Background: an optimization exercise with open tools, aiming at small area and a short achievable clock period. Do not read the settings as production practice.
At most, simulation tests tie the RTL to the original design; equivalence was not proved.
No activity file was given, so power comes from the tool's default toggle rates.

==> job 663: inputs <==
## FP16_mcl
module FP16_mcl(
    input [15:0] data1,
    input [15:0] data2,
    input rst,
    input input_valid,
    input clk,
    output reg [15:0] datanew,
    output reg output_update
    );
export LEC_CHECK = 0
export ABC_CLOCK_PERIOD_IN_PS = 2900
export CAP_MARGIN = 20
export CORE_MARGIN = 2
export CORE_UTILIZATION = 60
export CTS_BUF_LIST = sky130_fd_sc_hd__clkbuf_4 sky130_fd_sc_hd__clkbuf_8
export SETUP_SLACK_MARGIN = 2.3
export SLEW_MARGIN = 20
create_clock -name core_clock -period 5.5 [get_ports {clk}]
standard.sh (not shown) runs the stock make flow with config.mk's settings and CLKGATE_MAP_FILE= SYNTH_SCRIPT=/design/flow/synth_recipe.tcl, a recipe that flattens the netlist after the stock synthesis.
==> flow/flow/run.sh <==
#!/bin/bash
# The standard layout, with the port buffers made from the smallest buffer cell.
bash standard.sh 'BUFFER_PORTS_ARGS=-buffer_cell sky130_fd_sc_hd__buf_1' finish > standard.log 2>&1
==> inputs of job 2013, as changes to job 663 <==
--- a/flow/design.v
+++ b/flow/design.v
@@ -72,14 +72,18 @@
     wire P3;
     wire P4;
     wire P5;
     wire P6;
     wire P7;
     wire P8;
     wire P9;
+    wire all_k0;
+    wire all_k1;
+    wire any_k0;
+    wire any_k1;
     wire bm5_0;
     wire bm5_1;
     wire bm5_10;
     wire bm5_11;
     wire bm5_2;
     wire bm5_3;
     wire bm5_4;
@@ -145,20 +149,22 @@
     wire bp4_4;
     wire bp4_5;
     wire bp4_6;
     wire bp4_7;
     wire bp4_8;
     wire bp4_9;
     wire c10_k1;
-    wire c11_k0;
-    wire c11_k1;
     wire c12_0_k0;
     wire c12_0_k1;
     wire c12_1_k0;
     wire c12_1_k1;
+    wire ex1_k0;
+    wire ex1_k1;
+    wire ex2_k0;
+    wire ex2_k1;
     wire fc_1_10_2;
     wire fc_1_10_3;
     wire fc_1_11_4;
     wire fc_1_11_5;
     wire fc_1_12_6;
     wire fc_1_12_7;
     wire fc_1_13_8;
@@ -297,14 +303,16 @@
     wire hs_1_7_1;
     wire hs_1_8_2;
     wire hs_1_9_3;
     wire hs_2_4_4;
     wire hs_2_5_5;
     wire hs_3_2_6;
     wire hs_3_3_7;
+    wire k1_k0;
+    wire k1_k1;
     wire l10_k0;
     wire l10_k1;
     wire l9_k0;
     wire l9_k1;
     wire n_bm5_11_c21;
     wire n_bm5_2_c12;
     wire n_bm5_2_c13;
@@ -375,16 +383,14 @@
     wire q1_15;
     wire q1_16;
     wire q1_17;
     wire q1_18;
     wire q1_19;
     wire q1_20;
     wire q1_c12;
-    wire r0_k0;
-    wire r0_k1;
     wire sg0;
     wire two0;
     wire two1;
     wire two2;
     wire two3;
     wire two4;
     wire ug12;
@@ -856,31 +862,37 @@
     assign G24 = G20 | (P20 & G19);
     assign P24 = P20 & P19;
     assign G25 = G21 | (P21 & G19);
     assign P25 = P21 & P19;
     assign G26 = ug20 | (up20 & G25);
     assign P26 = up20 & P25;
     assign l9_k0 = p9;
-    assign l10_k0 = p10 ^ g9;
-    assign c11_k0 = g10 | (p10 & g9);
-    assign r0_k0 = l10_k0 & l9_k0;
-    assign c12_0_k0 = (hrs11 & c11_k0) | (hrs11 & r0_k0) | (c11_k0 & r0_k0);
-    assign q11_0_k0 = hrs11 ^ c11_k0 ^ r0_k0;
-    assign c12_1_k0 = (hrs11 & c11_k0) | (hrs11 & l10_k0) | (c11_k0 & l10_k0);
-    assign q11_1_k0 = hrs11 ^ c11_k0 ^ l10_k0;
+    assign all_k0 = fs_3_10_33_r2 & fc_3_9_32_r2 & g9;
+    assign any_k0 = fs_3_10_33_r2 | fc_3_9_32_r2 | g9;
+    assign ex2_k0 = (fs_3_10_33_r2 & fc_3_9_32_r2 & ~g9) | (fs_3_10_33_r2 & ~fc_3_9_32_r2 & g9) | (~fs_3_10_33_r2 & fc_3_9_32_r2 & g9);
+    assign ex1_k0 = (fs_3_10_33_r2 & ~fc_3_9_32_r2 & ~g9) | (~fs_3_10_33_r2 & fc_3_9_32_r2 & ~g9) | (~fs_3_10_33_r2 & ~fc_3_9_32_r2 & g9);
+    assign l10_k0 = ex1_k0 | all_k0;
+    assign c12_1_k0 = all_k0 | (hrs11 & any_k0);
+    assign q11_1_k0 = hrs11 ^ (any_k0 & ~all_k0);
+    assign k1_k0 = ex2_k0 | (all_k0 & ~l9_k0) | (ex1_k0 & l9_k0);
+    assign c12_0_k0 = (all_k0 & l9_k0) | (k1_k0 & hrs11);
+    assign q11_0_k0 = hrs11 ^ k1_k0;
     assign q10_k0 = l10_k0 ^ l9_k0;
     assign l9_k1 = ~p9;
     assign c10_k1 = fs_3_9_32_r2 | fc_3_8_31_r2;
-    assign l10_k1 = p10 ^ c10_k1;
-    assign c11_k1 = g10 | (p10 & c10_k1);
-    assign r0_k1 = l10_k1 & l9_k1;
-    assign c12_0_k1 = (hrs11 & c11_k1) | (hrs11 & r0_k1) | (c11_k1 & r0_k1);
-    assign q11_0_k1 = hrs11 ^ c11_k1 ^ r0_k1;
-    assign c12_1_k1 = (hrs11 & c11_k1) | (hrs11 & l10_k1) | (c11_k1 & l10_k1);
-    assign q11_1_k1 = hrs11 ^ c11_k1 ^ l10_k1;
+    assign all_k1 = fs_3_10_33_r2 & fc_3_9_32_r2 & c10_k1;
+    assign any_k1 = fs_3_10_33_r2 | fc_3_9_32_r2 | c10_k1;
+    assign ex2_k1 = (fs_3_10_33_r2 & fc_3_9_32_r2 & ~c10_k1) | (fs_3_10_33_r2 & ~fc_3_9_32_r2 & c10_k1) | (~fs_3_10_33_r2 & fc_3_9_32_r2 & c10_k1);
+    assign ex1_k1 = (fs_3_10_33_r2 & ~fc_3_9_32_r2 & ~c10_k1) | (~fs_3_10_33_r2 & fc_3_9_32_r2 & ~c10_k1) | (~fs_3_10_33_r2 & ~fc_3_9_32_r2 & c10_k1);
+    assign l10_k1 = ex1_k1 | all_k1;
+    assign c12_1_k1 = all_k1 | (hrs11 & any_k1);
+    assign q11_1_k1 = hrs11 ^ (any_k1 & ~all_k1);
+    assign k1_k1 = ex2_k1 | (all_k1 & ~l9_k1) | (ex1_k1 & l9_k1);
+    assign c12_0_k1 = (all_k1 & l9_k1) | (k1_k1 & hrs11);
+    assign q11_0_k1 = hrs11 ^ k1_k1;
     assign q10_k1 = l10_k1 ^ l9_k1;
     assign pl9 = G13 ? l9_k1 : l9_k0;
     assign pl10 = G13 ? l10_k1 : l10_k0;
     assign q0_10 = G13 ? q10_k1 : q10_k0;
     assign q0_c12 = G13 ? c12_0_k1 : c12_0_k0;
     assign q0_11 = G13 ? q11_0_k1 : q11_0_k0;
     assign q0_12 = up12 ^ q0_c12;
==> flow/config.mk (replaced) <==
export PLATFORM = sky130hd
export DESIGN_NAME = FP16_mcl
export DESIGN_NICKNAME = FP16_mcl
export VERILOG_FILES = /design/flow/design.v
export SDC_FILE = /design/flow/constraint.sdc
export NUM_CORES = 4
export LEC_CHECK = 0
export ABC_AREA = 1
export CAP_MARGIN = 20
export CORE_MARGIN = 2
export CORE_UTILIZATION = 60
export CTS_BUF_LIST = sky130_fd_sc_hd__clkbuf_4 sky130_fd_sc_hd__clkbuf_8
export SETUP_SLACK_MARGIN = 2.95
export SLEW_MARGIN = 20
==> out/results.tsv <==
stage	metric	value	unit
outcome	status	timing/DRC/antenna clean	
sta	tightestPinTransition	1.08	ns
cells_and_area	finalCoreUtilization	66.6	%
cells_and_area	sh_seq_area	28.9	%
power_and_ir_drop	p_leak	3.13	nW
synth	synth.most_common_cell	dfxtp_1	
cts	clk_pin_slew	0.11	ns
The numbers above come from job 663.

==> out/results.tsv <==
stage	metric	value	unit
cells_and_area	sh_seq_area	27.7	%
cts	clk_pin_slew	0.10	ns
sta	tightestPinTransition	0.568	ns
synth	synth.most_common_cell	nand2_1	
outcome	status	timing/DRC/antenna clean	
The numbers above come from job 2013.

Only the layout flow was run in job 2013; the RTL was not checked for function there.


==> job 3161 <==
Another version of the RTL of FP16_mcl (not shown whole).
Settings: LEC_CHECK=0, ABC_AREA=1, CAP_MARGIN=20, CORE_MARGIN=2, CORE_UTILIZATION=60, CTS_BUF_LIST=sky130_fd_sc_hd__clkbuf_4 sky130_fd_sc_hd__clkbuf_8, SETUP_SLACK_MARGIN=3.25, SLEW_MARGIN=20; clock period 5.5 ns.
Scripts as last shown in full above: flow/flow/run.sh
==> job 6566 (differences from job 3161) <==
--- a/flow/design.v
+++ b/flow/design.v
@@ -74,14 +74,10 @@
     wire P5;
     wire P6;
     wire P7;
     wire P8;
     wire P9;
-    wire all_k0;
-    wire all_k1;
-    wire any_k0;
-    wire any_k1;
     wire bm5_0;
     wire bm5_1;
     wire bm5_10;
     wire bm5_11;
     wire bm5_2;
@@ -151,18 +147,16 @@
     wire bp4_6;
     wire bp4_7;
     wire bp4_8;
     wire bp4_9;
     wire c10_k1;
+    wire c11_k0;
+    wire c11_k1;
     wire c12_0_k0;
     wire c12_0_k1;
     wire c12_1_k0;
     wire c12_1_k1;
-    wire ex1_k0;
-    wire ex1_k1;
-    wire ex2_k0;
-    wire ex2_k1;
     wire fc_1_10_2;
     wire fc_1_10_3;
     wire fc_1_11_4;
     wire fc_1_11_5;
     wire fc_1_12_6;
@@ -305,12 +299,10 @@
     wire hs_1_9_3;
     wire hs_2_4_4;
     wire hs_2_5_5;
     wire hs_3_2_6;
     wire hs_3_3_7;
-    wire k1_k0;
-    wire k1_k1;
     wire l10_k0;
     wire l10_k1;
     wire l9_k0;
     wire l9_k1;
     wire n_bm5_11_c21;
@@ -385,10 +377,12 @@
     wire q1_17;
     wire q1_18;
     wire q1_19;
     wire q1_20;
     wire q1_c12;
+    wire r0_k0;
+    wire r0_k1;
     wire sg0;
     wire two0;
     wire two1;
     wire two2;
     wire two3;
@@ -523,13 +517,13 @@
     reg G21_r3;
     reg P21_r3;
     reg ug20_r3;
     reg up20_r3;
     reg p9_r3;
-    reg fs_3_10_33_r3;
-    reg fc_3_9_32_r3;
+    reg p10_r3;
     reg g9_r3;
+    reg g10_r3;
     reg hrs11_r3;
     reg fs_3_9_32_r3;
     reg fc_3_8_31_r3;
     reg up12_r3;
     reg ug12_r3;
@@ -933,33 +927,27 @@
     assign G25 = G21_r3 | (P21_r3 & G19_r3);
     assign P25 = P21_r3 & P19_r3;
     assign G26 = ug20_r3 | (up20_r3 & G25);
     assign P26 = up20_r3 & P25;
     assign l9_k0 = p9_r3;
-    assign all_k0 = fs_3_10_33_r3 & fc_3_9_32_r3 & g9_r3;
-    assign any_k0 = fs_3_10_33_r3 | fc_3_9_32_r3 | g9_r3;
-    assign ex2_k0 = (fs_3_10_33_r3 & fc_3_9_32_r3 & ~g9_r3) | (fs_3_10_33_r3 & ~fc_3_9_32_r3 & g9_r3) | (~fs_3_10_33_r3 & fc_3_9_32_r3 & g9_r3);
-    assign ex1_k0 = (fs_3_10_33_r3 & ~fc_3_9_32_r3 & ~g9_r3) | (~fs_3_10_33_r3 & fc_3_9_32_r3 & ~g9_r3) | (~fs_3_10_33_r3 & ~fc_3_9_32_r3 & g9_r3);
-    assign l10_k0 = ex1_k0 | all_k0;
-    assign c12_1_k0 = all_k0 | (hrs11_r3 & any_k0);
-    assign q11_1_k0 = hrs11_r3 ^ (any_k0 & ~all_k0);
-    assign k1_k0 = ex2_k0 | (all_k0 & ~l9_k0) | (ex1_k0 & l9_k0);
-    assign c12_0_k0 = (all_k0 & l9_k0) | (k1_k0 & hrs11_r3);
-    assign q11_0_k0 = hrs11_r3 ^ k1_k0;
+    assign l10_k0 = p10_r3 ^ g9_r3;
+    assign c11_k0 = g10_r3 | (p10_r3 & g9_r3);
+    assign r0_k0 = l10_k0 & l9_k0;
+    assign c12_0_k0 = (hrs11_r3 & c11_k0) | (hrs11_r3 & r0_k0) | (c11_k0 & r0_k0);
+    assign q11_0_k0 = hrs11_r3 ^ c11_k0 ^ r0_k0;
+    assign c12_1_k0 = (hrs11_r3 & c11_k0) | (hrs11_r3 & l10_k0) | (c11_k0 & l10_k0);
+    assign q11_1_k0 = hrs11_r3 ^ c11_k0 ^ l10_k0;
     assign q10_k0 = l10_k0 ^ l9_k0;
     assign l9_k1 = ~p9_r3;
     assign c10_k1 = fs_3_9_32_r3 | fc_3_8_31_r3;
-    assign all_k1 = fs_3_10_33_r3 & fc_3_9_32_r3 & c10_k1;
-    assign any_k1 = fs_3_10_33_r3 | fc_3_9_32_r3 | c10_k1;
-    assign ex2_k1 = (fs_3_10_33_r3 & fc_3_9_32_r3 & ~c10_k1) | (fs_3_10_33_r3 & ~fc_3_9_32_r3 & c10_k1) | (~fs_3_10_33_r3 & fc_3_9_32_r3 & c10_k1);
-    assign ex1_k1 = (fs_3_10_33_r3 & ~fc_3_9_32_r3 & ~c10_k1) | (~fs_3_10_33_r3 & fc_3_9_32_r3 & ~c10_k1) | (~fs_3_10_33_r3 & ~fc_3_9_32_r3 & c10_k1);
-    assign l10_k1 = ex1_k1 | all_k1;
-    assign c12_1_k1 = all_k1 | (hrs11_r3 & any_k1);
-    assign q11_1_k1 = hrs11_r3 ^ (any_k1 & ~all_k1);
-    assign k1_k1 = ex2_k1 | (all_k1 & ~l9_k1) | (ex1_k1 & l9_k1);
-    assign c12_0_k1 = (all_k1 & l9_k1) | (k1_k1 & hrs11_r3);
-    assign q11_0_k1 = hrs11_r3 ^ k1_k1;
+    assign l10_k1 = p10_r3 ^ c10_k1;
+    assign c11_k1 = g10_r3 | (p10_r3 & c10_k1);
+    assign r0_k1 = l10_k1 & l9_k1;
+    assign c12_0_k1 = (hrs11_r3 & c11_k1) | (hrs11_r3 & r0_k1) | (c11_k1 & r0_k1);
+    assign q11_0_k1 = hrs11_r3 ^ c11_k1 ^ r0_k1;
+    assign c12_1_k1 = (hrs11_r3 & c11_k1) | (hrs11_r3 & l10_k1) | (c11_k1 & l10_k1);
+    assign q11_1_k1 = hrs11_r3 ^ c11_k1 ^ l10_k1;
     assign q10_k1 = l10_k1 ^ l9_k1;
     assign pl9 = G13 ? l9_k1 : l9_k0;
     assign pl10 = G13 ? l10_k1 : l10_k0;
     assign q0_10 = G13 ? q10_k1 : q10_k0;
     assign q0_c12 = G13 ? c12_0_k1 : c12_0_k0;
@@ -1138,13 +1126,13 @@
         G21_r3 <= G21;
         P21_r3 <= P21;
         ug20_r3 <= ug20;
         up20_r3 <= up20;
         p9_r3 <= p9;
-        fs_3_10_33_r3 <= fs_3_10_33;
-        fc_3_9_32_r3 <= fc_3_9_32;
+        p10_r3 <= p10;
         g9_r3 <= g9;
+        g10_r3 <= g10;
         hrs11_r3 <= hrs11;
         fs_3_9_32_r3 <= fs_3_9_32;
         fc_3_8_31_r3 <= fc_3_8_31;
         up12_r3 <= up12;
         ug12_r3 <= ug12;
- ABC_AREA: 1 -> not set
- ABC_CLOCK_PERIOD_IN_PS: not set -> 2400
- SETUP_SLACK_MARGIN: 3.25 -> 2.9
==> comparison <==
Job 6566 completed with no timing, DRC or antenna violations. Job 3161 finished clean.
Between job 6566 and job 3161, the lower sequential power is in job 3161 (gap about 3%, measured against job 3161).
Between job 3161 and job 6566, the lower cell count is in job 6566 (gap 21%, measured against job 6566).
In design area, job 3161 and job 6566 hardly differ.
In job 6566 the clock power is larger than in job 3161, by 15%.
Against job 3161, the first-iteration DRC count of job 6566 is lower by about 40%.
In job 3161 the worst setup slack is better than in job 6566, by 340 ps.
Between job 3161 and job 6566, the lower hold slack is in job 6566 (gap 6.7 ps).
In job 3161 the register-to-register slack is better than in job 6566, by 340 ps.
Between job 3161 and job 6566, the lower synthesized cell count is in job 6566 (gap 26%, measured against job 6566).
In job 3161 the combinational power is smaller than in job 6566, by 17%.
Only the layout flow was run in job 6566; the RTL was not checked for function there.

## what the ideal ports hide
The flow's constraints put no driver on any port. The routed layouts listed below were extracted and timed again, unchanged, in two steps. Step 1: set_driving_cell puts a clkbuf_16 on clk and a buf_2 on each other input, an assumption about the parent block. Step 2 times the ports against the registers' clock, not the clock port: input delays grow and output delays shrink by t, the midpoint of the rising clock arrivals with the driver on. Three values: no drivers, after step 1, after step 2; two values: the first two.
run | shift t [ns] | slack for setup (ns) | hold WS [ns] | latest minus earliest clock arrival (ns)
job 663 | 0.427 | 2.480 / 2.480 / 2.358 | 0.337 / 0.337 / 0.337 | 0.018 / 0.019
job 2013 | 0.416 | 2.830 / 2.830 / 2.830 | 0.336 / 0.336 / 0.336 | 0.013 / 0.013
job 3161 | 0.497 | 3.311 / 3.311 / 2.993 | 0.331 / 0.331 / 0.331 | 0.019 / 0.019
job 6566 | 0.480 | 2.967 / 2.967 / 2.722 | 0.324 / 0.324 / 0.324 | 0.014 / 0.014
After both steps every run listed still meets setup and hold. The setup slack of job 3161, which loses most, moves by 0.000 ns with the drivers and by -0.318 ns with both steps.
